From an optimization exercise on the open Yosys and OpenROAD flow, aimed at small area; shortcuts taken in it are not production practice. Where RTL was checked, it was by simulation tests only, not by an equivalence proof against the original. No functional check of the RTL was part of run 1. Power figures rest on the tool's default switching activity, not on a simulated workload.

**flow/run.sh**
```bash
#!/bin/bash
# Own layout flow: the standard ORFS flow (standard.sh) with
#  - area-oriented ABC scripts and no adder-cell mapping in synthesis: synthesis is run once
#    per flow/abc_*.script (each in its own try_* folder) and the script giving the smallest
#    synthesized area is used for the layout; registers are untouched (dfflibmap runs before
#    ABC, names as in the standard synthesis),
#  - the smallest buffer (buf_1) for the port buffers,
#  - clock tree synthesis without dummy loads, clkbuf_4 leaves and a clkbuf_8 root.
# Each make run's output goes to its own log (try_*.log, flow.log); ORFS keeps each step's
# log under orfs/logs (and try_*/logs).
set -euo pipefail
W=$(pwd)
rm -rf "$W/scripts_abc"
cp -r "$FLOW_HOME/scripts" "$W/scripts_abc"

# trial syntheses
pids=()
for s in "$W"/flow/abc_*.script; do
  n=$(basename "$s" .script)
  rm -rf "$W/sd_$n" "$W/try_$n"
  cp -r "$FLOW_HOME/scripts" "$W/sd_$n"
  cp "$s" "$W/sd_$n/abc_area.script"
  sed -e "s#WORK_HOME=[^ ]*#WORK_HOME=$W/try_$n#" -e '/^if \[\[/,$d' standard.sh > "$W/try_$n.sh"
  bash "$W/try_$n.sh" SCRIPTS_DIR="$W/sd_$n" ABC_AREA=1 ADDER_MAP_FILE= synth > "$W/try_$n.log" 2>&1 &
  pids+=($!)
  if (( ${#pids[@]} >= 3 )); then wait "${pids[0]}" || true; pids=("${pids[@]:1}"); fi
done
for p in "${pids[@]}"; do wait "$p" || true; done

best=""; best_area=""
for s in "$W"/flow/abc_*.script; do
  n=$(basename "$s" .script)
  f=$(ls "$W"/try_$n/reports/*/*/*/synth_stat.txt 2>/dev/null | head -1 || true)
  [[ -n "$f" ]] || continue
  a=$(awk '/Chip area for module/ {print $NF}' "$f" | tail -1)
  echo "$n $a" >> "$W/abc_choice.log"
  if [[ -z "$best" ]] || awk -v a="$a" -v b="$best_area" 'BEGIN{exit !(a<b)}'; then best=$s; best_area=$a; fi
done
[[ -n "$best" ]] || best="$W/flow/abc_ax.script"
echo "chosen $(basename "$best") $best_area" >> "$W/abc_choice.log"
cp "$best" "$W/scripts_abc/abc_area.script"
rm -rf "$W"/sd_abc_*

CTS="-sink_clustering_enable -repair_clock_nets -dont_use_dummy_load"
CTS="$CTS -buf_list {sky130_fd_sc_hd__clkbuf_4} -root_buf sky130_fd_sc_hd__clkbuf_8"
bash standard.sh SCRIPTS_DIR="$W/scripts_abc" ABC_AREA=1 ADDER_MAP_FILE= \
  "CTS_ARGS=$CTS" \
  "BUFFER_PORTS_ARGS=-buffer_cell sky130_fd_sc_hd__buf_1" \
  finish > flow.log 2>&1
```
**flow/abc_a3.script**
```
strash
dch
amap
mfs2
strash
dch
amap
mfs2
strash
dch
amap
```
**flow/abc_ax.script**
```
strash
dch
amap
&get -n
&st
&dch
&nf -a
&put
mfs2
strash
dch
amap
topo
stime -c
```
**flow/abc_h1.script**
```
strash
dc2
dch -f
amap
mfs2
strash
dc2
dch -f
amap
mfs2
strash
dch -f
amap
topo
```
**flow/abc_m3.script**
```
strash
dch
amap
&get -n
&st
&dch
&nf -a
&put
mfs2
strash
dch
amap
mfs2
strash
dch
amap
topo
```
**flow/abc_q2.script**
```
strash
dch
amap
&get -n
&st
&dch
&nf -a
&put
mfs2
strash
dch
amap
mfs2
strash
dch
amap
mfs2
strash
dch
amap
mfs2
strash
dch
amap
topo
```
**flow/abc_s1.script**
```
strash
dch
amap
&get -n
&st
&dch
&nf -a
&put
mfs2
strash
dch
amap
mfs2
strash
dch
amap
mfs2
strash
dch
amap
topo
```
**flow/abc_s4.script**
```
strash
&get -n
&st
&synch2
&nf -a
&put
mfs2
strash
dch
amap
mfs2
strash
dch
amap
topo
```
**standard.sh**
```bash
#!/bin/bash
# synth_recipe.tcl (not shown) runs the flow's synth.tcl, then flattens the netlist and writes it again
# the make line also repeats each setting of config.mk as NAME=value (left out here)
make -C /OpenROAD-flow-scripts/flow DESIGN_CONFIG=/design/flow/config.mk WORK_HOME=/design/flow/orfs CLKGATE_MAP_FILE= SYNTH_SCRIPT=/design/flow/synth_recipe.tcl "${@:-finish}"
```
**config.mk**
```make
export PLATFORM = sky130hd
export DESIGN_NAME = BandaAsamblare
export DESIGN_NICKNAME = BandaAsamblare
export VERILOG_FILES = /design/flow/design.v
export SDC_FILE = /design/flow/constraint.sdc
export NUM_CORES = 4
export LEC_CHECK = 0
export ABC_AREA = 1
export CAP_MARGIN = 20
export CORE_MARGIN = 2
export CORE_UTILIZATION = 40
export SLEW_MARGIN = 20
```
**constraint.sdc**
```tcl
create_clock -name core_clock -period 4.0 [get_ports {clk}]
set_input_delay 0.8000 -clock core_clock [delete_from_list [all_inputs] [get_ports {clk}]]
set_output_delay 0.8000 -clock core_clock [all_outputs]
set_load 0.01 [all_outputs]
```
**design.v**
```verilog
`timescale 1ns / 1ps
module BandaAsamblare(clear, load, clk, A, B, operatie, Result, exp);
    input clear, load, clk;
    input wire [15:0] A, B;
    input wire operatie;
    output wire [15:0] Result;
    output wire [9:0] exp;
    wire le = load & ~clear;     
    wire hd = ~load & ~clear;    
    reg [19:0] f0;     
    reg        s0;     
    reg        c0;     
    always @(posedge clk) begin
        f0  <= {A[9:0], B[9:0]};
        s0  <= A[15] ^ B[15];
        c0  <= clear;
    end
    wire le1 = le & ~c0;     
    wire [4:0] ea = A[14:10];
    wire [4:0] eb = B[14:10];
    wire gt0 = ea > eb;
    wire lt0 = eb > ea;
    wire [4:0] d0 = gt0 ? ea - eb : eb - ea;
    wire [4:0] emax0 = gt0 ? ea : (lt0 ? eb : 5'd0);
    reg       gtz, gt;
    reg [3:0] dz, d;
    reg [4:0] emaxz, emax;
    reg [4:0] e2;
    always @(posedge clk) begin
        gtz   <= gt0 & ~clear;
        dz    <= (d0[3:0] | {4{d0[4]}}) & {4{~clear}};
        emaxz <= emax0 & {5{~clear}};
        gt    <= gtz;
        d     <= dz;
        emax  <= emaxz;
        e2    <= emax;
    end
    reg [19:0] f1;
    reg        s1;
    always @(posedge clk) begin
        f1 <= (f0 & {20{le1}}) | (f1 & {20{hd}});
        s1 <= (s0 & le1) | (s1 & hd);
    end
    wire [9:0]  fa = f1[19:10];
    wire [9:0]  fb = f1[9:0];
    wire [9:0]  xb = gt ? fa : fb;
    wire [10:0] sm = {1'b1, gt ? fb : fa};
    wire [10:0] sh = sm >> d;
    reg  [9:0]  x2, y2;
    reg         s2;
    always @(posedge clk) begin
        x2 <= (xb & {10{le}}) | (x2 & {10{hd}});
        y2 <= (sh[9:0] & {10{le}}) | (y2 & {10{hd}});
        s2 <= (s1 & le) | (s2 & hd);
    end
    wire [10:0] r  = operatie ? {1'b0, x2} - {1'b0, y2} : {1'b0, x2} + {1'b0, y2};
    wire [9:0]  fn = r[10] ? {1'b0, r[9:1]} : r[9:0];
    wire [4:0]  en = e2 + {4'd0, r[10]};
    reg  [14:0] m3;
    always @(posedge clk)
        m3 <= ({en, fn} & {15{le}}) | (m3 & {15{hd}});
    reg [15:0] m4, m5;
    always @(posedge clk) begin
        m4 <= ({s2, m3} & {16{le}}) | (m4 & {16{hd}});
        m5 <= (m4 & {16{le}}) | (m5 & {16{hd}});
    end
    assign Result = m5;
    assign exp = m5[9:0];
endmodule
```
==> reports/metrics.csv, run 1 <==
stage,metric,value,unit
run_status,status,"complete, no violations",
layout,"most common cell after layout, fill and taps aside",dfxtp_1,
clock_tree,Root Driver,clkbuf_8,
placed_design,Setup WS pre-CTS,-0.3857,ns
clock_tree,Longest Clk Path Bufs,2,
power_and_ir_drop,Sw Share,30.05,%
drt,Detail Route Antenna Nets,0,
drt,DR iter-0 viols,193,
layout,Final nets,707,
setup_path,WP data required,4.33,ns
setup_path,crit path capture type,flip-flop,
sta,final hold slack,0.3110,ns
sta,Setup WS post-layout,0.2736,ns
setup_path,Worst Setup SP,operatie,
clock_tree,H-tree levels,4,
clock_tree,CTS Buf Count,17,
sta,Worst-Margin Slew,0.5436,ns
setup_path,"Max FO, Critical Path",8,
setup_path,RR Endpoint,m3[14],
setup_path,Worst R2R Path Depth,26,
job,MaxCap Viol Count,0,
synthesis,Synth Area per Inst,8.609,um^2
drt,Avg WL per Cell,12.62,um
power_and_ir_drop,Leakage,2.054,nW
grt,antenna violations before repair,0,
drt,DRC,0,
drt,drt total wl,10560,um
sta,Final min period,3.726,ns
sta,Peak Freq,0.2684,GHz
layout,synth-to-layout area growth,15.64,%
setup_path,Worst R2R Setup Slack,0.29,ns
grt,global-route wire length before repair,17330,um
layout,layout cells sized above 1,9.417,%
synthesis,Syn Nets,613,
power_and_ir_drop,Comb pwr share,23.3,%
drt,routed vias,4182,
layout,Diodes inserted,0,
placed_design,routability cong.,0.9218,
sta,Fin Clk Skew,0.03224,ns
floorplan,Die X-Extent,115.4,um
synthesis,synth warn,1,
setup_path,CP Class,input port to flip-flop,
clock_tree,TritonCTS clock tree,done,
power_and_ir_drop,Flop pwr share,55.4,%
setup_path,Worst R2R Start,y2[1],
grt,vias in the first global route,3702,
sta,final cycle utilization of the critical path,93.16,%
power_and_ir_drop,Internal,0.001961,W
power_and_ir_drop,Clock Power Share,21.3,%
sta,Final setup viols,0,
synthesis,Yosys reg bits,136,
clock_tree,worst skew pair latency,0.42,ns
floorplan,Die Y,115.4,um
sta,Final TNS setup,0,ns
placed_design,Port-buffer cells,61,
grt,total gr overflow,0,
floorplan,Core Area,12060,um^2
grt,total track usage,16.87,%
worst_hold_path,worst min-delay path class,flip-flop to flip-flop,
synthesis,Mapped Cells,577,
floorplan,die area,13330,um^2
drt,vias per inst,4.996,
power_and_ir_drop,total net switching power,0.0008425,W
sta,Max-slew headroom,63.53,%
clock_tree,hold_buf cts,0,
placed_design,hpwl dp,7661,um
clock_tree,clock slew at reported path FFs,0.12,ns
power_and_ir_drop,VDD IR max,0.1874,mV
sta,final hold violation count,0,
floorplan,io pins,62,
synthesis,Synth cell types,26,
layout,utilization after layout,47.62,%
layout,fillers,1182,
sta,fin. max-slew vios,0,
grt,largest net degree at the start of global routing,37,
floorplan,row cnt,40,
synthesis,post-synthesis sequential area ratio,54.81,%
drt,drt pass-1 iters,4,
synthesis,Mapped Area,4967,um^2
floorplan,Initial Util,41.18,%
clock_tree,clock sink count,136,
setup_path,Setup crit end,m3[14],
setup_path,WP data arrival,4.06,ns
layout,most frequent cells in the layout,"136 x dfxtp_1, 94 x clkinv_1, 69 x nor2_1, 61 x buf_1, 54 x o22ai_1",
power_and_ir_drop,Cell Pwr Density,488.1,nW/um^2
setup_path,CP startpoint kind,input port,
[through the flow]
step           cells  area (um^2)  power [W]
2_1_floorplan    577         5015   0.001994
3_3_place_gp     819         5557   0.002184
3_5_place_dp     819         5557   0.002200
4_1_cts          836         5695   0.002804
5_1_grt          837         5744   0.002987
6_report         837         5744   0.002804
[final cells by class]
type                       count  area [um^2]  area share [%]
sequential                   136         2723           47.40
multi-input combinational    331         1891           32.91
timing repair buffer          85        409.1           7.123
inverter                     100        377.9           6.578
tap                          168        210.2           3.659
clock buffer                  17        133.9           2.331
[state kept, by name (all words and copies together), names as in the netlist, 5 cells and up]
signal  count
emaxz       5
f1         20
m4         16
f0         20
m5         16
x2         10
y2         10
e2          5
m3         15
emax        5
[kinds of logic after synthesis]
kind of cell	share of synthesized area, %
compound gates	25.11
buf+inv	9.068
flops	54.81
simple gates	11.01
[how the worst min path moves through the flow]
stage	start	endpoint	slack, ns	cells after the start
after global routing	emaxz[1]	emax[1]	0.31	0
after detailed placement	emaxz[0]	emax[0]	0.31	0
after global placement	gtz	gt	0.31	0
after floorplan	dz[0]	d[0]	0.31	0
after CTS	emaxz[1]	emax[1]	0.31	0
final	emaxz[1]	emax[1]	0.31	0
[Yosys cell counts, drive strengths merged]
| cell type | n | area [um^2] |
|---|---|---|
| o32ai | 11 | 96.34 |
| o221ai | 16 | 140.1 |
| nand2 | 52 | 195.2 |
| and2 | 1 | 6.260 |
| a31oi | 2 | 12.51 |
| nor3 | 4 | 20.02 |
| a211oi | 2 | 15.01 |
| o21bai | 1 | 7.510 |
| a22o | 17 | 148.9 |
| nand3 | 3 | 15.01 |
| a21oi | 26 | 130.1 |
| or2 | 2 | 12.51 |
| o22ai | 56 | 350.3 |
| dfxtp | 136 | 2723 |
| clkinv | 100 | 375.4 |
| buf | 10 | 75.07 |
| nor2b | 3 | 18.77 |
| nor2 | 71 | 266.5 |
| o22a | 2 | 17.52 |
| o21ai | 50 | 250.2 |
| and3 | 2 | 12.51 |
| o211ai | 4 | 30.03 |
| a22oi | 1 | 7.510 |
| a221o | 1 | 10.01 |
| o31ai | 3 | 22.52 |
| o41ai | 1 | 8.760 |
[power groups by stage]
stage,combinational (W),clock [W],sequential (W)
after CTS,0.000618,0.000631,0.00155
after detailed placement,0.000614,0,0.00159
final,0.000653,0.000598,0.00155
after global routing,0.000731,0.000689,0.00157
after global placement,0.000603,0,0.00158
after floorplan,0.000422,0,0.00157
[what timing repair did]
item	CTS	global route
pin swaps	0	2
setup endpoints to repair	2	15
resized for setup	2	15
buffers inserted	0	1
[metal layers]
layer  track usage, %  routed length [um]  vias to the layer above
li1                 -                   -                     2201
met1            20.67                5117                     1856
met2            27.02                4709                      103
met3            5.126                 471                       22
met4            8.353                 267                        0
met5                0                   0                        -
[critical path, cell delays in order]
cell      delay [ns]
buf_1           0.11
buf_4           0.15
buf_4           0.16
o21ai_2         0.15
nor2_1          0.09
a21oi_2         0.15
clkinv_1        0.09
o21ai_1         0.12
inv_2           0.06
o21ai_2         0.08
clkinv_2        0.09
o22ai_2         0.16
nor2_1          0.10
a21oi_2         0.15
clkinv_1        0.12
o41ai_4         0.38
nor2_1          0.10
a21oi_2         0.14
nand2_1         0.10
inv_2           0.08
and3_4          0.20
and2_0          0.16
nor2_1          0.06
o32ai_1         0.25
==> inputs of run 2 (changes only) <==
--- a/design.v
+++ b/design.v
@@ -8,8 +8,10 @@
     wire le = load & ~clear;     
     wire hd = ~load & ~clear;    
+    reg [9:0]  e0n;    
     reg [19:0] f0;     
     reg        s0;     
     reg        c0;     
     always @(posedge clk) begin
+        e0n <= ~({A[14:10], B[14:10]} & {10{~clear}});
         f0  <= {A[9:0], B[9:0]};
         s0  <= A[15] ^ B[15];
@@ -17,22 +19,19 @@
     end
     wire le1 = le & ~c0;     
-    wire [4:0] ea = A[14:10];
-    wire [4:0] eb = B[14:10];
+    wire [4:0] ea = ~e0n[9:5];
+    wire [4:0] eb = ~e0n[4:0];
     wire gt0 = ea > eb;
     wire lt0 = eb > ea;
     wire [4:0] d0 = gt0 ? ea - eb : eb - ea;
     wire [4:0] emax0 = gt0 ? ea : (lt0 ? eb : 5'd0);
-    reg       gtz, gt;
-    reg [3:0] dz, d;
-    reg [4:0] emaxz, emax;
+    reg       gt;
+    reg [3:0] d;       
+    reg [4:0] emax;
     reg [4:0] e2;
     always @(posedge clk) begin
-        gtz   <= gt0 & ~clear;
-        dz    <= (d0[3:0] | {4{d0[4]}}) & {4{~clear}};
-        emaxz <= emax0 & {5{~clear}};
-        gt    <= gtz;
-        d     <= dz;
-        emax  <= emaxz;
-        e2    <= emax;
+        gt   <= gt0;
+        d    <= d0[3:0] | {4{d0[4]}};
+        emax <= emax0;
+        e2   <= emax;
     end
     reg [19:0] f1;
--- a/config.mk
+++ b/config.mk
@@ -9,4 +9,5 @@
 export CAP_MARGIN = 20
 export CORE_MARGIN = 2
-export CORE_UTILIZATION = 40
+export CORE_UTILIZATION = 65
+export PLACE_DENSITY = 0.85
 export SLEW_MARGIN = 20
==> run 2 against run 1 <==
  * Still clean
  * Via count up 2.2%
  * Setup slack better by 0.020 ns
  * Register-to-register slack about the same
  * Final area down 4.7%
  * Area after synthesis down 1.6%
  * Clock-buffer cell count unchanged
  * Routed wire length down 3.7%
  * Power up 2.0%
  * Synthesized cell count down 7.3%
  * Sequential share of layout area up 2.4 points
  * Sequential cell count unchanged
  * Critical endpoint is now m3[13]
  * Largest power group unchanged
==> reports/metrics.csv, run 2 <==
stage,metric,value,unit,change
run_status,status,"complete, no violations",,
layout,Top Registers,"f0 x20, f1 x20",,
clock_tree,H-tree levels,4,,unchanged
synthesis,most frequent cells after synthesis,"136 x dfxtp_1, 61 x nor2_1, 59 x clkinv_1, 54 x nand2_1, 42 x o21ai_0",,
grt,antenna violations before repair,0,,unchanged
setup_path,WP data arrival,4.01,ns,-0.05 ns
job,MaxCap Viol Count,0,,unchanged
synthesis,Post-synth EDFFs,0,,unchanged
power_and_ir_drop,total net switching power,0.0008889,W,+5.5%
drt,DRC,0,,unchanged
layout,Final nets,652,,-7.8%
power_and_ir_drop,Flop pwr share,55.5,%,about the same
floorplan,row cnt,31,,-23%
layout,utilization after layout,75.45,%,+28 points
synthesis,Yosys reg bits,136,,unchanged
drt,routed vias,4273,,+2.2%
synthesis,"count leader, synth",dfxtp_1,,
power_and_ir_drop,VDD IR max,0.2915,mV,+56%
placed_design,hpwl dp,6788,um,-11%
worst_hold_path,worst min-delay path class,flip-flop to flip-flop,,
drt,DR WL met2,4894,um,+3.9%
setup_path,CP Class,input port to flip-flop,,
synthesis,Mapped Cells,535,,-7.3%
power_and_ir_drop,Sw Share,31.07,%,+1.0 points
sta,Max-slew headroom,36.90,%,-27 points
synthesis,synth warn,1,,unchanged
layout,"non-filler cells, final",713,,-15%
layout,synth-to-layout area growth,12.01,%,
drt,drt pass-1 iters,5,,+1
clock_tree,clock slew at reported path FFs,0.11,ns,about the same
placed_design,placed cells,694,,-15%
grt,vias in the first global route,3937,,+6.3%
sta,Peak Freq,0.2698,GHz,+0.54%
sta,Final min period,3.706,ns,-0.02010 ns
grt,largest net degree at the start of global routing,58,,+57%
setup_path,crit path capture type,flip-flop,,
power_and_ir_drop,Cell Pwr Density,522.8,nW/um^2,+7.1%
clock_tree,CTS Buf Count,17,,unchanged
drt,drt total wl,10170,um,-3.7%
synthesis,largest cells by area after synthesis,"dfxtp_1 56%, a22o_1 6.3%, o22ai_1 5.2%",,
synthesis,post-synthesis sequential area ratio,55.72,%,+0.91 points
power_and_ir_drop,Comb pwr share,23.7,%,+0.4 points
synthesis,Synth Area per Inst,9.133,um^2,+6.1%
setup_path,"Max FO, Critical Path",4,,-4
floorplan,Die Y,90.70,um,-21%
placed_design,Port-buffer cells,61,,unchanged
sta,Fin Clk Skew,0.04767,ns,+0.01543 ns
sta,final hold violation count,0,,unchanged
setup_path,CP startpoint kind,input port,,
drt,DR iter-0 viols,276,,+43%
power_and_ir_drop,Leakage,2.009,nW,-2.2%
floorplan,die area,8226,um^2,-38%
placed_design,Area after DPL,5239,um^2,-5.7%
layout,"most common cell after layout, fill and taps aside",dfxtp_1,,
floorplan,io pins,62,,unchanged
clock_tree,clock sink count,136,,unchanged
worst_hold_path,Hold Startpoint,emax[0],,
drt,DR top layer,met4,,
sta,final hold slack,0.3469,ns,+0.03589 ns
floorplan,Initial Util,67.36,%,+26 points
synthesis,async set-reset flop share out of synthesis,0,%,unchanged
clock_tree,TritonCTS clock tree,done,,
synthesis,Most used DFF post-synth,dfxtp_1,,
layout,layout cells sized above 1,8.632,%,-0.79 points
sta,Final TNS setup,0,ns,unchanged
grt,global-route wire length before repair,16740,um,-3.4%
clock_tree,hold_buf cts,0,,unchanged
floorplan,Core Area,7253,um^2,-40%
synthesis,Yosys top cell by area,dfxtp_1,,
layout,most frequent cells in the layout,"136 x dfxtp_1, 61 x buf_1, 57 x nor2_1, 55 x clkinv_1, 53 x nand2_1",,
synthesis,Mapped Area,4886,um^2,-1.6%
clock_tree,Root Driver,clkbuf_8,,
sta,Final setup viols,0,,unchanged
sta,fin. max-slew vios,0,,unchanged
grt,total track usage,24.84,%,+8.0 points
synthesis,Synth top area share,55.72,%,+0.91 points
power_and_ir_drop,Internal,0.001972,W,+0.54%
placed_design,routability cong.,0.9476,,+2.8%
setup_path,Worst Setup SP,operatie,,
drt,Detail Route Antenna Nets,0,,unchanged
sta,Worst-Margin Slew,0.9407,ns,+0.3970 ns
drt,vias per inst,5.993,,+20%
synthesis,Synth cell types,30,,+15%
drt,wl on met1,4318,um,-16%
setup_path,WP data required,4.30,ns,-0.03 ns
floorplan,Die X-Extent,90.70,um,-21%
power_and_ir_drop,Clock Power Share,20.8,%,-0.5 points
synthesis,Syn Nets,571,,-6.9%
grt,total gr overflow,0,,unchanged
clock_tree,worst skew pair latency,0.41,ns,about the same
clock_tree,Longest Clk Path Bufs,2,,unchanged
sta,final cycle utilization of the critical path,92.66,%,-0.50 points
drt,met3 WL,746,um,+58%
layout,post-route cell area,5473,um^2,-4.7%
drt,Avg WL per Cell,14.26,um,+13%
layout,Diodes inserted,0,,unchanged
setup_path,Worst R2R Start,y2[1],,
-- run 2: changes by cell type in the layout (fill, tap and decap cells not counted), sizes merged, moves of 3 or more --
cell / delta
o211ai: -3
nand2b: +10
clkinv: -41
o221ai: -3
a22o: +18
nor2: -10
o21ai: -8
o22ai: -15
buf: -13
-- run 2: metal layers --
metal	up-vias	GRT usage, %
met4	0	12.56
li1	2070	-
met1	1979	30.11
met3	35	5.175
met5	-	0
met2	189	41.79
-- run 2: repair_timing --
item                                    CTS  global route
buffers inserted                          0             2
gates resized for setup                   0            29
endpoints found under the setup margin    0            18
-- run 2: critical path, stage by stage --
cell and delay, ns:
buf_1 0.11, a21oi_2 0.18, nor2_2 0.09, a21oi_2 0.15, nor2_1 0.07, a21oi_1 0.14
nand2_1 0.08, o21ai_0 0.10, nand2_1 0.07, o21ai_0 0.09, nand2_1 0.10, clkinv_1 0.08
o31ai_2 0.06, or2_1 0.26, a31oi_2 0.19, nand2_1 0.08, o21ai_0 0.11, nand2_1 0.11
o21ai_1 0.15, nor2_1 0.09, a21oi_2 0.18, nor2b_2 0.07, and3_4 0.18, and2_0 0.17
o32ai_1 0.26
-- run 2: cells by family after synthesis --
| group | synth area share (%) |
|---|---|
| AOI/OAI and AO/OA | 26.40 |
| DFF | 55.72 |
| buffers and inverters | 6.069 |
| and+or+nand+nor | 11.81 |
-- run 2: final timing paths --
kind,endpoint,slack [ns],cells past startpoint
setup / recovery,m3[13],0.29,25
hold / removal,e2[0],0.35,0
setup reg to reg,m3[13],0.30,25
hold reg to reg,e2[0],0.35,0
-- run 2: metrics by stage --
stage | power, W | worst slack (ns)
after global routing | 0.003023 | -0.08252
after CTS | 0.002797 | 0.1365
after global placement | 0.002180 | 0.08626
final | 0.002861 | 0.2937
after floorplan | 0.002052 | 0.1953
after detailed placement | 0.002218 | -0.2071
-- run 2: cell type report --
type                    instances  area [um^2]
multi-input cells             330         1959
repair buffers                 72        311.5
inverters                      59        221.5
flip-flops and latches        136         2723
clock buffers                  17        133.9
well taps                      99        123.9
fillers                       551         1780
-- run 2: power groups by stage --
stage | clock (W) | sequential, W | combinational, W
after floorplan | 0 | 0.00159 | 0.000458
after global placement | 0 | 0.00161 | 0.000572
after detailed placement | 0 | 0.00162 | 0.000601
after CTS | 0.000603 | 0.00159 | 0.000608
after global routing | 0.000654 | 0.00161 | 0.000763
final | 0.000594 | 0.00159 | 0.000678
==> inputs of run 3 (changes only) <==
--- a/config.mk
+++ b/config.mk
@@ -7,7 +7,6 @@
 export LEC_CHECK = 0
 export ABC_AREA = 1
-export CAP_MARGIN = 20
+export CAP_MARGIN = 0
 export CORE_MARGIN = 2
-export CORE_UTILIZATION = 65
-export PLACE_DENSITY = 0.85
-export SLEW_MARGIN = 20
+export CORE_UTILIZATION = 40
+export SLEW_MARGIN = 0
==> run 3 against run 2 <==
  * Power decreased by 0.94%
  * Highest routed layer unchanged
  * Utilization decreased by 29 points
  * Sequential share of layout area decreased by 0.45 points
  * Critical path depth unchanged
  * Critical endpoint is now m3[14]
==> reports/metrics.csv, run 3 <==
stage,metric,value,unit,change
worst_hold_path,worst min-delay path class,flip-flop to flip-flop,,
sta,Max-slew headroom,55.06,%,+18 points
synthesis,Most used DFF post-synth,dfxtp_1,,
synthesis,Post-synth EDFFs,0,,unchanged
placed_design,routability cong.,0.8760,,-7.6%
setup_path,WP data required,4.33,ns,+0.03 ns
worst_hold_path,hold depth,0,,unchanged
grt,total track usage,16.24,%,-8.6 points
clock_tree,clock slew at reported path FFs,0.10,ns,about the same
drt,DR iter-0 viols,319,,+16%
floorplan,Die Y,114.5,um,+26%
floorplan,Die X-Extent,114.5,um,+26%
grt,global-route wire length before repair,16690,um,-0.29%
drt,routed vias,3996,,-6.5%
synthesis,post-synthesis sequential area ratio,55.72,%,unchanged
sta,Peak Freq,0.2778,GHz,+3.0%
power_and_ir_drop,VDD IR max,0.2842,mV,-2.5%
layout,Diodes inserted,0,,unchanged
synthesis,synth warn,1,,unchanged
clock_tree,worst skew pair latency,0.42,ns,about the same
grt,antenna violations before repair,0,,unchanged
setup_path,CP startpoint kind,input port,,
worst_hold_path,Hold Startpoint,emax[1],,
setup_path,CP Class,input port to flip-flop,,
setup_path,Worst R2R Start,y2[0],,
layout,"most common cell after layout, fill and taps aside",dfxtp_1,,
sta,Final setup viols,0,,unchanged
setup_path,RR Endpoint,m3[14],,
synthesis,Yosys top cell by area,dfxtp_1,,
synthesis,Syn Nets,571,,unchanged
drt,drt pass-1 iters,7,,+2
clock_tree,Root Driver,clkbuf_8,,
setup_path,crit path capture type,flip-flop,,
drt,vias per inst,5.217,,-13%
sta,Setup WS post-layout,0.4002,ns,+0.1065 ns
synthesis,Synth cell types,30,,unchanged
placed_design,Setup WS pre-CTS,-0.1114,ns,+0.09566 ns
synthesis,Yosys reg bits,136,,unchanged
sta,Final min period,3.600,ns,-0.1065 ns
setup_path,"Max FO, Critical Path",4,,unchanged
clock_tree,H-tree levels,4,,unchanged
synthesis,Mapped Area,4886,um^2,unchanged
floorplan,row cnt,40,,+29%
sta,Final TNS setup,0,ns,unchanged
grt,vias in the first global route,3574,,-9.2%
clock_tree,clock sink count,136,,unchanged
synthesis,"count leader, synth",dfxtp_1,,
synthesis,Synth Area per Inst,9.133,um^2,unchanged
drt,drt total wl,9933,um,-2.3%
drt,Avg WL per Cell,12.97,um,-9.1%
setup_path,WP data arrival,3.93,ns,-0.08 ns
layout,layout cells sized above 1,7.754,%,-0.88 points
placed_design,hpwl dp,6797,um,+0.12%
grt,total gr overflow,0,,unchanged
power_and_ir_drop,Leakage,2.021,nW,+0.59%
sta,final hold violation count,0,,unchanged
sta,fin. max-slew vios,0,,unchanged
clock_tree,CTS Buf Count,17,,unchanged
drt,DRC,0,,unchanged
floorplan,io pins,62,,unchanged
drt,Detail Route Antenna Nets,0,,unchanged
synthesis,most frequent cells after synthesis,"136 x dfxtp_1, 61 x nor2_1, 59 x clkinv_1, 54 x nand2_1, 42 x o21ai_0",,
layout,Final nets,657,,+0.77%
sta,Fin Clk Skew,0.03065,ns,-0.01702 ns
floorplan,Initial Util,40.85,%,-27 points
sta,Worst-Margin Slew,0.6740,ns,-0.2667 ns
floorplan,die area,13110,um^2,+59%
layout,synth-to-layout area growth,13.03,%,
placed_design,Port-buffer cells,61,,unchanged
worst_hold_path,Hold EP,e2[1],,
setup_path,Worst R2R Setup Slack,0.50,ns,+0.20 ns
sta,final cycle utilization of the critical path,90.00,%,-2.7 points
layout,Top Registers,"f0 x20, f1 x20",,
synthesis,async set-reset flop share out of synthesis,0,%,unchanged
synthesis,largest cells by area after synthesis,"dfxtp_1 56%, a22o_1 6.3%, o22ai_1 5.2%",,
synthesis,Mapped Cells,535,,unchanged
placed_design,Area after DPL,5336,um^2,+1.9%
floorplan,Core Area,11960,um^2,+65%
layout,most frequent cells in the layout,"136 x dfxtp_1, 61 x buf_1, 58 x nor2_1, 55 x clkinv_1, 54 x nand2_1",,
layout,post-route cell area,5523,um^2,+0.91%
grt,largest net degree at the start of global routing,58,,unchanged
power_and_ir_drop,Cell Pwr Density,513.2,nW/um^2,-1.8%
clock_tree,TritonCTS clock tree,done,,
job,MaxCap Viol Count,0,,unchanged
clock_tree,Longest Clk Path Bufs,2,,unchanged
setup_path,Worst R2R Path Depth,25,,unchanged
run_status,status,"complete, no violations",,
synthesis,Synth top area share,55.72,%,unchanged
## run 3: repair_timing
action / in CTS / in global routing
setup endpoints to repair: 0 / 15
buffers inserted: 0 / 2
hold endpoints to repair: 0 / 0
hold buffers: 0 / 0
resized for setup: 0 / 18
## run 3: worst max-delay path: stages
cell      delay [ns]
buf_1           0.12
nor2_2          0.12
nor2_1          0.05
a21oi_1         0.17
nor2b_2         0.18
o21bai_1        0.13
nand2_1         0.08
o21ai_0         0.11
nand2_1         0.09
o21ai_0         0.10
nand2_1         0.10
clkinv_1        0.07
o31ai_1         0.07
or2_1           0.24
a31oi_1         0.20
nand2_1         0.10
o21ai_2         0.07
nand2_1         0.07
o21ai_1         0.11
a21oi_1         0.11
nor2b_1         0.18
and3_4          0.22
and2_0          0.17
nor2_1          0.05
o32ai_1         0.24
## run 3: worst max-delay path by stage
stage | startpoint | endpoint | cells past startpoint
after CTS | y2[1] | m3[14] | 24
final | operatie | m3[14] | 25
after detailed placement | operatie | m3[14] | 24
after global placement | operatie | m3[13] | 25
after global routing | operatie | m3[14] | 24
after floorplan | operatie | m3[14] | 24
## run 3: metal layers
metal	routed length (um)	track usage (%)	vias up	part of all wire, %
met5	0	0	-	0
met4	157	6.748	0	1.6
met2	4427	25.29	93	45
li1	-	-	2091	-
met3	489	5.029	10	4.9
met1	4859	20.89	1802	49
## run 3: where the power goes
part / switching [W] / internal [W]
clock: 0.000396 / 0.000208
sequential: 0.0000821 / 0.00149
combinational: 0.000388 / 0.000265
total: 0.000867 / 0.00197
## run 3: cells by family after synthesis
kind of cell	Yosys count	share of synthesized area, %
and+or+nand+nor	139	11.81
AOI/OAI and AO/OA	191	26.40
DFF	136	55.72
buffers and inverters	69	6.069
## run 3: layout make-up
type	instances	area, um^2
fill	1189	6439
sequential	136	2723
multi-input combinational	330	1912
timing repair buffer	77	349.1
inverter	59	221.5
tap	147	183.9
clock buffer	17	133.9
## run 3: stage by stage
| stage | util, % | hold WS [ns] | power (W) | cells |
|---|---|---|---|---|
| global placement | 44.61 | 0.3161 | 0.002218 | 747 |
| finish | 46.17 | 0.3288 | 0.002834 | 766 |
| CTS | 45.73 | 0.3331 | 0.002840 | 764 |
| detailed placement | 44.61 | 0.3191 | 0.002234 | 747 |
| floorplan | - | 0.3096 | 0.002052 | 535 |
| global route | 46.17 | 0.3414 | 0.003025 | 766 |
==> inputs of run 4 (changes only) <==
--- a/config.mk
+++ b/config.mk
@@ -7,6 +7,6 @@
 export LEC_CHECK = 0
 export ABC_AREA = 1
-export CAP_MARGIN = 0
+export CAP_MARGIN = 5
 export CORE_MARGIN = 2
 export CORE_UTILIZATION = 40
-export SLEW_MARGIN = 0
+export SLEW_MARGIN = 5
==> run 4 against run 3 <==
  * Clock-buffer cell count did not move
  * Hold slack is the same
  * Combinational power hardly changed
  * Utilization unchanged
  * Fmax did not move
  * Sequential power about the same
  * Critical path type unchanged
  * Highest routed layer unchanged
==> reports/metrics.csv, run 4 <==
stage,metric,value,unit,change
drt,vias per inst,5.217,,unchanged
synthesis,Synth cell types,30,,unchanged
layout,Register Area,2723,um^2,unchanged
synthesis,Post-synth EDFFs,0,,unchanged
layout,utilization after layout,46.17,%,unchanged
layout,"most common cell after layout, fill and taps aside",dfxtp_1,,
power_and_ir_drop,VDD IR max,0.2842,mV,unchanged
synthesis,"count leader, synth",dfxtp_1,,
setup_path,CP Class,input port to flip-flop,,
layout,fillers,1189,,unchanged
grt,vias in the first global route,3574,,unchanged
setup_path,WP data required,4.33,ns,about the same
layout,area of the multi-input gates,1912,um^2,unchanged
drt,DRC,0,,unchanged
synthesis,Mapped Cells,535,,unchanged
sta,final hold violation count,0,,unchanged
floorplan,row cnt,40,,unchanged
placed_design,hpwl dp,6797,um,unchanged
placed_design,routability cong.,0.8760,,unchanged
placed_design,placed cells,747,,unchanged
clock_tree,clock sink count,136,,unchanged
synthesis,most frequent cells after synthesis,"136 x dfxtp_1, 61 x nor2_1, 59 x clkinv_1, 54 x nand2_1, 42 x o21ai_0",,
grt,largest net degree at the start of global routing,58,,unchanged
synthesis,largest cells by area after synthesis,"dfxtp_1 56%, a22o_1 6.3%, o22ai_1 5.2%",,
setup_path,crit path capture type,flip-flop,,
sta,Fin Clk Skew,0.03065,ns,unchanged
clock_tree,TritonCTS clock tree,done,,
clock_tree,clock slew at reported path FFs,0.10,ns,about the same
sta,fin. max-slew vios,0,,unchanged
synthesis,Synth Area per Inst,9.133,um^2,unchanged
layout,Final nets,657,,unchanged
synthesis,Most used DFF post-synth,dfxtp_1,,
drt,drt total wl,9933,um,unchanged
sta,final cycle utilization of the critical path,90.00,%,unchanged
layout,layout cells sized above 1,7.754,%,unchanged
grt,global-route wire length before repair,16690,um,unchanged
synthesis,synth warn,1,,unchanged
setup_path,"Max FO, Critical Path",4,,unchanged
setup_path,CP startpoint kind,input port,,
floorplan,Die Y,114.5,um,unchanged
clock_tree,hold_buf cts,0,,unchanged
synthesis,Synth top area share,55.72,%,unchanged
clock_tree,Longest Clk Path Bufs,2,,unchanged
sta,Peak Freq,0.2778,GHz,unchanged
clock_tree,H-tree levels,4,,unchanged
drt,Avg WL per Cell,12.97,um,unchanged
synthesis,post-synthesis sequential area ratio,55.72,%,unchanged
drt,routed vias,3996,,unchanged
floorplan,Die X-Extent,114.5,um,unchanged
synthesis,Yosys reg bits,136,,unchanged
drt,DR iter-0 viols,319,,unchanged
sta,Final min period,3.600,ns,unchanged
sta,Max-slew headroom,55.06,%,unchanged
synthesis,mux cell area share after synthesis,0,%,unchanged
sta,Final setup viols,0,,unchanged
layout,"non-filler cells, final",766,,unchanged
synthesis,Post-Synth Adder-Cell Area,0,%,unchanged
layout,most frequent cells in the layout,"136 x dfxtp_1, 61 x buf_1, 58 x nor2_1, 55 x clkinv_1, 54 x nand2_1",,
layout,Diodes inserted,0,,unchanged
power_and_ir_drop,Leakage,2.021,nW,unchanged
power_and_ir_drop,Cell Pwr Density,513.2,nW/um^2,unchanged
clock_tree,worst skew pair latency,0.42,ns,about the same
drt,drt pass-1 iters,7,,unchanged
power_and_ir_drop,total power,0.002834,W,unchanged
grt,total track usage,16.24,%,unchanged
clock_tree,CTS Buf Count,17,,unchanged
synthesis,Mapped Area,4886,um^2,unchanged
sta,Setup WS post-layout,0.4002,ns,unchanged
clock_tree,Root Driver,clkbuf_8,,
synthesis,Yosys top cell by area,dfxtp_1,,
synthesis,Syn Nets,571,,unchanged
synthesis,post-synthesis compound-gate area fraction,26.40,%,unchanged
grt,total gr overflow,0,,unchanged
layout,Top Registers,"f0 x20, f1 x20",,
grt,antenna violations before repair,0,,unchanged
synthesis,xor and xnor fraction of the mapped netlist area,0,%,unchanged
synthesis,async set-reset flop share out of synthesis,0,%,unchanged
sta,Worst-Margin Slew,0.6740,ns,unchanged
layout,synth-to-layout area growth,13.03,%,unchanged
floorplan,Initial Util,40.85,%,unchanged
placed_design,Port-buffer cells,61,,unchanged
synthesis,Simple-Gate Fraction of Synth Area,11.81,%,unchanged
worst_hold_path,worst min-delay path class,flip-flop to flip-flop,,
synthesis,largest family of logic cells by synthesized area,compound AO/OA/AOI/OAI gates,,
floorplan,Core Area,11960,um^2,unchanged
setup_path,WP data arrival,3.93,ns,about the same
run_status,status,"complete, no violations",,
placed_design,Setup WS pre-CTS,-0.1114,ns,unchanged
job,MaxCap Viol Count,0,,unchanged
floorplan,io pins,62,,unchanged
drt,Detail Route Antenna Nets,0,,unchanged
floorplan,die area,13110,um^2,unchanged
==> run 4: timing repair <==
action	4_1_cts	5_1_grt
setup buffers	0	2
gates resized for setup	0	18
endpoints found under the setup margin	0	15
endpoints found under the hold margin	0	0
==> run 4: metal layers <==
layer	up-vias	GRT usage [%]	routed length, um
li1	2091	-	-
met1	1802	20.89	4859
met2	93	25.29	4427
met3	10	5.029	489
met4	0	6.748	157
met5	-	0	0
==> run 4: cell families after synthesis <==
group	Yosys count
compound gates	191
buf+inv	69
flops	136
simple gates	139
==> run 4: critical path: stages <==
cell and delay [ns]:
buf_1 0.12, nor2_2 0.12, nor2_1 0.05, a21oi_1 0.17, nor2b_2 0.18, o21bai_1 0.13
nand2_1 0.08, o21ai_0 0.11, nand2_1 0.09, o21ai_0 0.10, nand2_1 0.10, clkinv_1 0.07
o31ai_1 0.07, or2_1 0.24, a31oi_1 0.20, nand2_1 0.10, o21ai_2 0.07, nand2_1 0.07
o21ai_1 0.11, a21oi_1 0.11, nor2b_1 0.18, and3_4 0.22, and2_0 0.17, nor2_1 0.05
o32ai_1 0.24
==> run 4: final cells by class <==
cell class / count / share of cell area [%]
multi-input cells: 330 / 34.62
inverters: 59 / 4.010
clock buffers: 17 / 2.424
flip-flops and latches: 136 / 49.30
well taps: 147 / 3.330
repair buffers: 77 / 6.321
==> run 4: path summary, 6_finish.rpt <==
check | end | cells after the start | slack, ns | startpoint
max | m3[14] | 25 | 0.40 | operatie
min | e2[1] | 0 | 0.33 | emax[1]
min reg2reg | e2[1] | 0 | 0.33 | emax[1]
max reg2reg | m3[14] | 25 | 0.50 | y2[0]
==> run 4: power breakdown <==
part	internal (W)	switching, W
Clock	0.000208	0.000396
Sequential	0.00149	0.0000821
Combinational	0.000265	0.000388
==> run 4: stage by stage <==
| step | hold WS, ns | TNS (ns) | cell area (um^2) |
|---|---|---|---|
| 6_report | 0.3288 | 0 | 5523 |
| 3_5_place_dp | 0.3191 | -0.4059 | 5336 |
| 2_1_floorplan | 0.3096 | 0 | 4888 |
| 4_1_cts | 0.3331 | 0 | 5470 |
| 3_3_place_gp | 0.3161 | 0 | 5336 |
| 5_1_grt | 0.3414 | -0.03847 | 5523 |
==> inputs of run 5 (changes only) <==
--- a/config.mk
+++ b/config.mk
@@ -7,6 +7,7 @@
 export LEC_CHECK = 0
 export ABC_AREA = 1
-export CAP_MARGIN = 5
+export CAP_MARGIN = 20
 export CORE_MARGIN = 2
 export CORE_UTILIZATION = 40
-export SLEW_MARGIN = 5
+export GPL_TIMING_DRIVEN = 0
+export SLEW_MARGIN = 20
==> run 5 against run 4 <==
  * Hold slack worse by 0.011 ns
  * Combinational power down 3.1%
  * Still clean
  * Clock-buffer cell count unchanged
  * Register-to-register slack barely moved
  * Fmax shrank 1.9%
  * Routed wire length grew 0.45%
  * Non-clock buffer count is 3 lower
  * Clock skew is 0.0016 ns higher
  * Sequential power about the same
==> reports/metrics.csv, run 5 <==
stage,metric,value,unit,change
floorplan,Die X-Extent,114.5,um,unchanged
layout,utilization after layout,46.64,%,+0.47 points
synthesis,"count leader, synth",dfxtp_1,,
sta,Final setup viols,0,,unchanged
sta,Final min period,3.671,ns,+0.07154 ns
floorplan,row cnt,40,,unchanged
synthesis,Mapped Area,4886,um^2,unchanged
drt,DR iter-0 viols,240,,-25%
power_and_ir_drop,total power,0.002816,W,-0.62%
layout,Final nets,654,,-0.46%
clock_tree,H-tree levels,4,,unchanged
synthesis,post-synthesis sequential area ratio,55.72,%,unchanged
layout,"most common cell after layout, fill and taps aside",dfxtp_1,,
grt,vias in the first global route,3513,,-1.7%
synthesis,most frequent cells after synthesis,"136 x dfxtp_1, 61 x nor2_1, 59 x clkinv_1, 54 x nand2_1, 42 x o21ai_0",,
synthesis,Yosys reg bits,136,,unchanged
clock_tree,clock slew at reported path FFs,0.11,ns,about the same
drt,vias per inst,5.165,,-0.99%
sta,final cycle utilization of the critical path,91.78,%,+1.8 points
sta,Setup WS post-layout,0.3287,ns,-0.07154 ns
run_status,status,"complete, no violations",,
clock_tree,Longest Clk Path Bufs,2,,unchanged
grt,antenna violations before repair,0,,unchanged
synthesis,Mapped Cells,535,,unchanged
drt,Avg WL per Cell,13.08,um,+0.85%
drt,drt total wl,9978,um,+0.45%
drt,DRC,0,,unchanged
sta,Worst-Margin Slew,0.9591,ns,+0.2851 ns
drt,Detail Route Antenna Nets,0,,unchanged
worst_hold_path,worst min-delay path class,flip-flop to flip-flop,,
layout,Top Registers,"f0 x20, f1 x20",,
sta,Max-slew headroom,35.66,%,-19 points
layout,"non-filler cells, final",763,,-0.39%
floorplan,io pins,62,,unchanged
placed_design,hpwl dp,6884,um,+1.3%
synthesis,async set-reset flop share out of synthesis,0,%,unchanged
grt,met1 usage,20.40,%,-0.49 points
grt,layer with the highest usage,met2,,
grt,grt met3 use,4.500,%,-0.53 points
floorplan,Core Area,11960,um^2,unchanged
clock_tree,worst skew pair latency,0.42,ns,about the same
sta,Fin Clk Skew,0.03222,ns,+0.001563 ns
sta,final hold violation count,0,,unchanged
drt,routed vias,3941,,-1.4%
floorplan,die area,13110,um^2,unchanged
grt,total gr overflow,0,,unchanged
floorplan,Initial Util,40.85,%,unchanged
grt,total track usage,16.00,%,-0.23 points
layout,synth-to-layout area growth,14.19,%,
power_and_ir_drop,Leakage,2.038,nW,+0.82%
setup_path,WP data arrival,3.99,ns,+0.06 ns
sta,Peak Freq,0.2724,GHz,-1.9%
clock_tree,CTS Buf Count,17,,unchanged
synthesis,synth warn,1,,unchanged
synthesis,Post-synth EDFFs,0,,unchanged
synthesis,largest cells by area after synthesis,"dfxtp_1 56%, a22o_1 6.3%, o22ai_1 5.2%",,
power_and_ir_drop,VDD IR max,0.2034,mV,-28%
grt,global-route wire length before repair,16420,um,-1.6%
drt,drt pass-1 iters,4,,-3
clock_tree,TritonCTS clock tree,done,,
job,MaxCap Viol Count,0,,unchanged
synthesis,Yosys top cell by area,dfxtp_1,,
synthesis,Synth Area per Inst,9.133,um^2,unchanged
synthesis,Syn Nets,571,,unchanged
placed_design,Port-buffer cells,61,,unchanged
setup_path,WP data required,4.32,ns,about the same
setup_path,CP Class,input port to flip-flop,,
layout,layout cells sized above 1,9.091,%,+1.3 points
layout,Diodes inserted,0,,unchanged
setup_path,crit path capture type,flip-flop,,
placed_design,Setup WS pre-CTS,-0.5227,ns,-0.4113 ns
synthesis,Synth cell types,30,,unchanged
setup_path,"Max FO, Critical Path",10,,+6
placed_design,routability cong.,0.8765,,about the same
grt,largest net degree at the start of global routing,33,,-43%
power_and_ir_drop,Cell Pwr Density,504.8,nW/um^2,-1.6%
synthesis,Most used DFF post-synth,dfxtp_1,,
setup_path,CP startpoint kind,input port,,
synthesis,Synth top area share,55.72,%,unchanged
layout,fillers,1194,,+0.42%
clock_tree,Root Driver,clkbuf_8,,
sta,fin. max-slew vios,0,,unchanged
layout,most frequent cells in the layout,"136 x dfxtp_1, 60 x buf_1, 57 x nor2_1, 55 x clkinv_1, 53 x nand2_1",,
floorplan,Die Y,114.5,um,unchanged
clock_tree,clock sink count,136,,unchanged
grt,met2 usage,25.17,%,-0.12 points
sta,Final TNS setup,0,ns,unchanged
placed_design,placed cells,745,,-0.27%
run 5: cell counts after synthesis:
No cell type changed its count.
run 5: where the power goes:
part	internal (W)	total [W]	switching [W]
sequential	0.00149	0.00159	0.0000914
clock	0.000208	0.000597	0.000389
combinational	0.000249	0.000633	0.000384
total	0.00195	0.00282	0.000864
run 5: cell type report:
cell class	instances	area [um^2]	share of cell area, %
flip-flops and latches	136	2723	48.80
multi-input cells	330	1971	35.32
repair buffers	64	271.5	4.867
clock buffers	17	133.9	2.400
well taps	147	183.9	3.297
inverters	59	221.5	3.969
plain buffers	10	75.07	1.346
run 5: final timing paths:
| path | from | endpoint | slack (ns) | cells after the start |
|---|---|---|---|---|
| hold / removal | emax[4] | e2[4] | 0.32 | 0 |
| setup / recovery | operatie | m3[14] | 0.33 | 25 |
| setup reg to reg | y2[1] | m3[14] | 0.51 | 25 |
| hold reg to reg | emax[4] | e2[4] | 0.32 | 0 |
run 5: per-stage QoR:
step / hold WS, ns / area (um^2)
after floorplan: 0.3096 / 4888
after global placement: 0.3135 / 5301
after detailed placement: 0.3121 / 5350
after CTS: 0.3208 / 5485
after global routing: 0.3282 / 5579
final: 0.3180 / 5579
run 5: logic make-up after synthesis:
| family | synth area share (%) |
|---|---|
| flops | 55.72 |
| simple gates | 11.81 |
| buf+inv | 6.069 |
| compound gates | 26.40 |
run 5: worst max-delay path, cell delays in order:
cell	delay, ns
clkbuf_4	0.18
a21oi_4	0.17
nor2_2	0.08
a21oi_2	0.20
nor2_1	0.09
a21oi_2	0.13
nand2_1	0.10
o21ai_2	0.09
nand2_1	0.06
o21ai_0	0.09
nand2_1	0.09
clkinv_1	0.07
o31ai_1	0.07
or2_1	0.26
a31oi_1	0.17
nand2_1	0.08
o21ai_0	0.10
nand2_1	0.09
o21ai_1	0.12
a21oi_2	0.10
nor2b_2	0.18
and3_4	0.22
and2_0	0.15
nor2_1	0.05
o32ai_1	0.23
run 5: per-layer routing:
layer  share of wire [%]  vias to the layer above
li1                    -                     2080
met1                  49                     1755
met2                  44                       90
met3                 4.4                       16
met4                 1.9                        0
met5                   0                        -
run 5: timing repair:
action,4_1_cts,5_1_grt
resized for setup,1,30
pin swaps,0,2
cloned,0,0
setup buffers,0,1
setup endpoints to repair,2,15
hold buffers,0,0
==> inputs of run 6 (changes only) <==
--- a/config.mk
+++ b/config.mk
@@ -9,5 +9,6 @@
 export CAP_MARGIN = 20
 export CORE_MARGIN = 2
-export CORE_UTILIZATION = 40
+export CORE_UTILIZATION = 50
+export GPL_ROUTABILITY_DRIVEN = 0
 export GPL_TIMING_DRIVEN = 0
 export SLEW_MARGIN = 20
==> run 6 against run 5 <==
  * Clock power grew 2%
  * Largest power group unchanged
  * Still clean
  * Largest cell class unchanged
  * Critical endpoint unchanged
  * Utilization grew 12 points
  * Fmax increased by 0.76%
  * Critical path depth increased by 1
  * Setup slack improved by 0.028 ns
  * Non-clock buffer count is 2 higher
  * Sequential cell count did not move
  * Final area rose by 0.58%
  * Combinational power up 2%
==> reports/metrics.csv, run 6 <==
stage,metric,value,unit,change
layout,Diodes inserted,0,,unchanged
sta,final cycle utilization of the critical path,91.09,%,-0.70 points
placed_design,Port-buffer cells,61,,unchanged
setup_path,crit path capture type,flip-flop,,
sta,Setup WS post-layout,0.3565,ns,+0.02782 ns
floorplan,Die X-Extent,102.9,um,-10%
layout,Final nets,656,,+0.31%
setup_path,CP Class,input port to flip-flop,,
worst_hold_path,worst min-delay path class,flip-flop to flip-flop,,
job,MaxCap Viol Count,0,,unchanged
floorplan,Die Y,102.9,um,-10%
synthesis,synth warn,1,,unchanged
power_and_ir_drop,total power,0.002838,W,+0.75%
run_status,status,"complete, no violations",,
grt,met1 usage,26.41,%,+6.0 points
synthesis,Synth cell types,30,,unchanged
floorplan,die area,10580,um^2,-19%
synthesis,Most used DFF post-synth,dfxtp_1,,
synthesis,Yosys reg bits,136,,unchanged
grt,grt met3 use,5.763,%,+1.3 points
drt,Avg WL per Cell,12.78,um,-2.3%
drt,Detail Route Antenna Nets,0,,unchanged
grt,layer with the highest usage,met2,,
setup_path,WP data arrival,3.95,ns,-0.04 ns
worst_hold_path,Hold Startpoint,emax[1],,
synthesis,Mapped Cells,535,,unchanged
clock_tree,H-tree levels,4,,unchanged
sta,fin. max-slew vios,0,,unchanged
placed_design,placed cells,732,,-1.7%
layout,Register Area,2723,um^2,unchanged
sta,Worst-Margin Slew,0.9175,ns,-0.04161 ns
synthesis,async set-reset flop share out of synthesis,0,%,unchanged
layout,Top Registers,"f0 x20, f1 x20",,
clock_tree,CTS Buf Count,17,,unchanged
synthesis,Mapped Area,4886,um^2,unchanged
synthesis,Syn Nets,571,,unchanged
sta,Final min period,3.644,ns,-0.02782 ns
setup_path,Worst R2R Setup Slack,0.46,ns,-0.05 ns
power_and_ir_drop,Leakage,2.056,nW,+0.89%
worst_hold_path,Hold EP,e2[1],,
drt,routed vias,3953,,+0.30%
clock_tree,Longest Clk Path Bufs,2,,unchanged
grt,met2 usage,27.30,%,+2.1 points
placed_design,hpwl dp,6464,um,-6.1%
synthesis,largest cells by area after synthesis,"dfxtp_1 56%, a22o_1 6.3%, o22ai_1 5.2%",,
setup_path,Worst R2R Path Depth,26,,+4.0%
layout,"non-filler cells, final",751,,-1.6%
drt,DR iter-0 viols,159,,-34%
sta,final hold violation count,0,,unchanged
synthesis,Synth top area share,55.72,%,unchanged
floorplan,row cnt,36,,-10%
clock_tree,clock sink count,136,,unchanged
sta,Peak Freq,0.2745,GHz,+0.76%
placed_design,Setup WS pre-CTS,-0.5083,ns,+0.01439 ns
layout,most frequent cells in the layout,"136 x dfxtp_1, 60 x buf_1, 56 x nor2_1, 54 x clkinv_1, 54 x nand2_1",,
layout,area of the multi-input gates,1974,um^2,+0.19%
grt,total track usage,18.94,%,+2.9 points
setup_path,CP startpoint kind,input port,,
setup_path,Worst R2R Start,y2[0],,
floorplan,io pins,62,,unchanged
layout,fillers,917,,-23%
grt,global-route wire length before repair,15620,um,-4.9%
power_and_ir_drop,Cell Pwr Density,505.7,nW/um^2,+0.17%
layout,layout cells sized above 1,9.871,%,+0.78 points
synthesis,Yosys top cell by area,dfxtp_1,,
setup_path,WP data required,4.30,ns,-0.02 ns
sta,Fin Clk Skew,0.03059,ns,-0.001626 ns
clock_tree,clock slew at reported path FFs,0.10,ns,about the same
floorplan,Core Area,9639,um^2,-19%
clock_tree,worst skew pair latency,0.41,ns,about the same
power_and_ir_drop,VDD IR max,0.2489,mV,+22%
grt,antenna violations before repair,0,,unchanged
synthesis,post-synthesis sequential area ratio,55.72,%,unchanged
synthesis,"count leader, synth",dfxtp_1,,
synthesis,Synth Area per Inst,9.133,um^2,unchanged
layout,utilization after layout,58.22,%,+12 points
drt,drt pass-1 iters,4,,unchanged
grt,largest net degree at the start of global routing,33,,unchanged
layout,synth-to-layout area growth,14.85,%,
drt,vias per inst,5.264,,+1.9%
drt,DRC,0,,unchanged
grt,total gr overflow,0,,unchanged
setup_path,"Max FO, Critical Path",10,,unchanged
layout,"most common cell after layout, fill and taps aside",dfxtp_1,,
drt,drt total wl,9600,um,-3.8%
synthesis,most frequent cells after synthesis,"136 x dfxtp_1, 61 x nor2_1, 59 x clkinv_1, 54 x nand2_1, 42 x o21ai_0",,
grt,vias in the first global route,3336,,-5.0%
sta,Final setup viols,0,,unchanged
clock_tree,TritonCTS clock tree,done,,
sta,final hold slack,0.3263,ns,+0.008347 ns
worst_hold_path,hold depth,0,,unchanged
setup_path,RR Endpoint,m3[14],,
clock_tree,Root Driver,clkbuf_8,,
floorplan,Initial Util,50.69,%,+9.8 points
sta,Max-slew headroom,38.46,%,+2.8 points
synthesis,Post-synth EDFFs,0,,unchanged
## run 6: how the worst max path moves through the flow
stage                     startpoint      to  slack (ns)  cells past startpoint
after floorplan             operatie  m3[14]        0.20                     24
after global placement         clear   f1[9]       -1.62                      6
after detailed placement    operatie  m3[14]       -0.51                     26
after CTS                   operatie  m3[14]        0.03                     25
after global routing        operatie  m3[14]      -0.004                     26
final                       operatie  m3[14]        0.36                     26
## run 6: logic make-up (layout without fill, tap and decap cells)
logic type,count (synthesis),after routing,synth area share (%)
buffers and inverters,69,152,6.069
AO/OA/AOI/OAI,191,191,26.40
AND/OR/NAND/NOR,139,139,11.81
flip-flops,136,136,55.72
## run 6: final cells by class
| type | instances | area share (%) |
|---|---|---|
| Buffer | 10 | 1.338 |
| Clock buffer | 17 | 2.386 |
| Inverter | 59 | 3.946 |
| Multi-Input combinational cell | 330 | 35.18 |
| Sequential cell | 136 | 48.52 |
| Tap cell | 133 | 2.965 |
| Timing Repair Buffer | 66 | 5.663 |
## run 6: repair_timing
| action | 4_1_cts | 5_1_grt |
|---|---|---|
| setup endpoints to repair | 1 | 15 |
| hold buffers | 0 | 0 |
| buffers inserted | 0 | 2 |
| pin swaps | 0 | 3 |
| resized for setup | 1 | 32 |
## run 6: per-stage QoR
step	cell area, um^2	setup TNS [ns]
after floorplan	4888	0
after global placement	5284	-66.06
after detailed placement	5368	-3.159
after CTS	5503	0
after global routing	5612	-0.004007
final	5612	0
## run 6: metal layers
metal / vias to the layer above / routed length (um)
li1: 2088 / -
met1: 1772 / 4905
met2: 79 / 4092
met3: 14 / 408
met4: 0 / 193
met5: - / 0
## run 6: critical path: stages
cell and delay, ns:
buf_6 0.13, nor2_2 0.05, nor2_1 0.08, a21oi_1 0.05, nor2b_2 0.15, o21bai_1 0.16, nand2_1 0.10, o21ai_2 0.07
nand2_1 0.07, o21ai_0 0.09, nand2_1 0.10, clkinv_1 0.09, o31ai_2 0.21, or2_1 0.19, a31oi_2 0.11, nand2_1 0.08
o21ai_0 0.09, nand2_1 0.09, o21ai_0 0.12, nor2_1 0.15, a21oi_2 0.07, nor2b_2 0.23, and3_4 0.23, and2_0 0.16
nor2_1 0.05, o32ai_1 0.24
## run 6: power breakdown
group	switching [W]	internal, W
logic	0.000388	0.000257
registers	0.0000904	0.00149
clock network	0.000399	0.000209
total	0.000877	0.00196
==> inputs of run 7 (changes only) <==
--- a/config.mk
+++ b/config.mk
@@ -9,6 +9,4 @@
 export CAP_MARGIN = 20
 export CORE_MARGIN = 2
-export CORE_UTILIZATION = 50
-export GPL_ROUTABILITY_DRIVEN = 0
-export GPL_TIMING_DRIVEN = 0
+export CORE_UTILIZATION = 40
 export SLEW_MARGIN = 20
removed: flow/abc_q2.script
==> run 7 against run 6 <==
  * Final area decreased by 1.6%
  * Clock skew barely moved
  * Register-to-register slack better by 0.04 ns
  * First-iteration DRC count up 100%
  * Setup slack improved by 0.044 ns
  * Critical endpoint unchanged
  * Largest power group unchanged
  * Highest routed layer unchanged
==> reports/metrics.csv, run 7 <==
stage,metric,value,unit,change
worst_hold_path,worst min-delay path class,flip-flop to flip-flop,,
layout,Top Registers,"f0 x20, f1 x20",,
power_and_ir_drop,Leakage,2.021,nW,-1.7%
sta,final hold violation count,0,,unchanged
sta,Final min period,3.600,ns,-0.04372 ns
grt,total track usage,16.24,%,-2.7 points
sta,Max-slew headroom,55.06,%,+17 points
grt,grt met3 use,5.029,%,-0.73 points
sta,fin. max-slew vios,0,,unchanged
synthesis,mux cell area share after synthesis,0,%,unchanged
clock_tree,worst skew pair latency,0.42,ns,about the same
power_and_ir_drop,Internal,0.001967,W,+0.36%
grt,met2 usage,25.29,%,-2.0 points
sta,Setup WS post-layout,0.4002,ns,+0.04372 ns
synthesis,xor and xnor fraction of the mapped netlist area,0,%,unchanged
drt,Avg WL per Cell,12.97,um,+1.4%
synthesis,Simple-Gate Fraction of Synth Area,11.81,%,unchanged
setup_path,Worst R2R Path Depth,25,,-3.8%
layout,"most common cell after layout, fill and taps aside",dfxtp_1,,
setup_path,CP startpoint kind,input port,,
job,MaxCap Viol Count,0,,unchanged
setup_path,WP data arrival,3.93,ns,-0.02 ns
drt,drt total wl,9933,um,+3.5%
power_and_ir_drop,Flop pwr share,55.6,%,-0.3 points
layout,fillers,1189,,+30%
grt,antenna violations before repair,0,,unchanged
synthesis,most frequent cells after synthesis,"136 x dfxtp_1, 61 x nor2_1, 59 x clkinv_1, 54 x nand2_1, 42 x o21ai_0",,
setup_path,Worst R2R Setup Slack,0.50,ns,+0.04 ns
setup_path,"Max FO, Critical Path",4,,-6
sta,Peak Freq,0.2778,GHz,+1.2%
synthesis,Most used DFF post-synth,dfxtp_1,,
worst_hold_path,hold depth,0,,unchanged
synthesis,Mapped Cells,535,,unchanged
layout,Final nets,657,,+0.15%
layout,synth-to-layout area growth,13.03,%,
layout,most frequent cells in the layout,"136 x dfxtp_1, 61 x buf_1, 58 x nor2_1, 55 x clkinv_1, 54 x nand2_1",,
power_and_ir_drop,total net switching power,0.0008666,W,-1.2%
grt,total gr overflow,0,,unchanged
clock_tree,CTS Buf Count,17,,unchanged
placed_design,routability cong.,0.8760,,
floorplan,Die X-Extent,114.5,um,+11%
sta,Worst-Margin Slew,0.6740,ns,-0.2435 ns
synthesis,Post-synth EDFFs,0,,unchanged
synthesis,Mapped Area,4886,um^2,unchanged
clock_tree,clock slew at reported path FFs,0.10,ns,about the same
sta,final cycle utilization of the critical path,90.00,%,-1.1 points
run_status,status,"complete, no violations",,
synthesis,Post-Synth Adder-Cell Area,0,%,unchanged
synthesis,Synth cell types,30,,unchanged
power_and_ir_drop,Clock Power Share,21.3,%,about the same
power_and_ir_drop,VDD IR max,0.2842,mV,+14%
worst_hold_path,Hold EP,e2[1],,
power_and_ir_drop,Cell Pwr Density,513.2,nW/um^2,+1.5%
setup_path,Worst R2R Start,y2[0],,
synthesis,largest cells by area after synthesis,"dfxtp_1 56%, a22o_1 6.3%, o22ai_1 5.2%",,
sta,Final TNS setup,0,ns,unchanged
worst_hold_path,Hold Startpoint,emax[1],,
floorplan,Initial Util,40.85,%,-9.8 points
synthesis,post-synthesis compound-gate area fraction,26.40,%,unchanged
drt,routed vias,3996,,+1.1%
synthesis,synth warn,1,,unchanged
setup_path,crit path capture type,flip-flop,,
floorplan,Core Area,11960,um^2,+24%
drt,DRC,0,,unchanged
layout,layout cells sized above 1,7.754,%,-2.1 points
synthesis,post-synthesis sequential area ratio,55.72,%,unchanged
setup_path,RR Endpoint,m3[14],,
floorplan,die area,13110,um^2,+24%
grt,layer with the highest usage,met2,,
synthesis,largest family of logic cells by synthesized area,compound AO/OA/AOI/OAI gates,,
clock_tree,H-tree levels,4,,unchanged
power_and_ir_drop,Sw Share,30.58,%,-0.34 points
drt,Detail Route Antenna Nets,0,,unchanged
drt,DR iter-0 viols,319,,+100%
power_and_ir_drop,Comb pwr share,23.0,%,+0.3 points
clock_tree,TritonCTS clock tree,done,,
clock_tree,Root Driver,clkbuf_8,,
clock_tree,clock sink count,136,,unchanged
sta,Final setup viols,0,,unchanged
floorplan,Die Y,114.5,um,+11%
synthesis,Yosys top cell by area,dfxtp_1,,
floorplan,io pins,62,,unchanged
drt,vias per inst,5.217,,-0.89%
setup_path,CP Class,input port to flip-flop,,
synthesis,Yosys reg bits,136,,unchanged
grt,largest net degree at the start of global routing,58,,+76%
setup_path,WP data required,4.33,ns,+0.03 ns
synthesis,Syn Nets,571,,unchanged
clock_tree,Longest Clk Path Bufs,2,,unchanged
layout,Diodes inserted,0,,unchanged
placed_design,Port-buffer cells,61,,unchanged
synthesis,Synth Area per Inst,9.133,um^2,unchanged
sta,Fin Clk Skew,0.03065,ns,+0.00006320 ns
floorplan,row cnt,40,,+11%
drt,drt pass-1 iters,7,,+3
synthesis,Synth top area share,55.72,%,unchanged
grt,met1 usage,20.89,%,-5.5 points
grt,global-route wire length before repair,16690,um,+6.8%
grt,vias in the first global route,3574,,+7.1%
placed_design,hpwl dp,6797,um,+5.1%
synthesis,async set-reset flop share out of synthesis,0,%,unchanged
placed_design,Setup WS pre-CTS,-0.1114,ns,+0.3969 ns
synthesis,"count leader, synth",dfxtp_1,,
## run 7: power groups by stage
stage,Clock [W],Combinational [W],Sequential [W]
after global routing,0.000690,0.000740,0.00159
final,0.000604,0.000653,0.00158
after global placement,0,0.000614,0.00160
after detailed placement,0,0.000625,0.00161
after floorplan,0,0.000458,0.00159
after CTS,0.000634,0.000630,0.00158
## run 7: how the worst max path moves through the flow
stage	startpoint	endpoint	slack, ns	cells after the start
floorplan	operatie	m3[14]	0.20	24
global placement	operatie	m3[13]	0.09	25
detailed placement	operatie	m3[14]	-0.11	24
CTS	y2[1]	m3[14]	0.28	24
global route	operatie	m3[14]	-0.03	24
finish	operatie	m3[14]	0.40	25
## run 7: area by class of cell
class	instances	area [um^2]	area share [%]
clock buffer	17	133.9	2.424
timing repair buffer	77	349.1	6.321
multi-input combinational	330	1912	34.62
inverter	59	221.5	4.010
sequential	136	2723	49.30
tap	147	183.9	3.330
## run 7: what timing repair did
item	4_1_cts	5_1_grt
buffers inserted	0	2
hold buffers	0	0
setup endpoints to repair	0	15
resized for setup	0	18
## run 7: logic make-up after synthesis
kind of cell | Yosys count
AO/OA/AOI/OAI | 191
buffers and inverters | 69
AND/OR/NAND/NOR | 139
flip-flops | 136
## run 7: through the flow
| step | hold WS, ns | cell area, um^2 | power [W] | instances | util [%] |
|---|---|---|---|---|---|
| after floorplan | 0.3096 | 4888 | 0.002052 | 535 | - |
| after global placement | 0.3161 | 5336 | 0.002218 | 747 | 44.61 |
| after detailed placement | 0.3191 | 5336 | 0.002234 | 747 | 44.61 |
| after CTS | 0.3331 | 5470 | 0.002840 | 764 | 45.73 |
| after global routing | 0.3414 | 5523 | 0.003025 | 766 | 46.17 |
| final | 0.3288 | 5523 | 0.002834 | 766 | 46.17 |
## run 7: worst max-delay path: stages
cell      delay (ns)
buf_1           0.12
nor2_2          0.12
nor2_1          0.05
a21oi_1         0.17
nor2b_2         0.18
o21bai_1        0.13
nand2_1         0.08
o21ai_0         0.11
nand2_1         0.09
o21ai_0         0.10
nand2_1         0.10
clkinv_1        0.07
o31ai_1         0.07
or2_1           0.24
a31oi_1         0.20
nand2_1         0.10
o21ai_2         0.07
nand2_1         0.07
o21ai_1         0.11
a21oi_1         0.11
nor2b_1         0.18
and3_4          0.22
and2_0          0.17
nor2_1          0.05
o32ai_1         0.24
## run 7: routing by layer
layer / vias to the layer above / wire (um)
li1: 2091 / -
met1: 1802 / 4859
met2: 93 / 4427
met3: 10 / 489
met4: 0 / 157
met5: - / 0

static timing again, ports no longer ideal:
The flow's constraints put no driver on any port. The routed layouts listed below were extracted and timed again, unchanged, in two steps.
Step 1 assumes that a clkbuf_16 drives the clock port and a buf_2 every other input.
Step 2, shift: input delay + t, output delay - t, t = (earliest + latest rising clock arrival at the registers) / 2. This alone moves slack from input paths to output paths.
Three values: ideal, step 1, step 2; two values: the first two.
run | t (ns) | setup WS [ns] | worst setup path after step 2 | worst data-port slew with drivers (ns) | pins driven straight from the clock port
run 1 | 0.441 | 0.274 / 0.281 / -0.160 | input to register | 0.03 | 1
run 2 | 0.422 | 0.294 / 0.299 / -0.117 | input to register | 0.03 | 1
run 3 | 0.438 | 0.400 / 0.403 / -0.035 | input to register | 0.03 | 1
run 4 | 0.438 | 0.400 / 0.403 / -0.035 | input to register | 0.03 | 1
run 5 | 0.440 | 0.329 / 0.341 / -0.098 | input to register | 0.03 | 1
run 6 | 0.430 | 0.356 / 0.353 / -0.077 | input to register | 0.04 | 1
run 7 | 0.438 | 0.400 / 0.403 / -0.035 | input to register | 0.03 | 1
With both steps, setup timing fails in every run listed, where it was met with ideal ports.
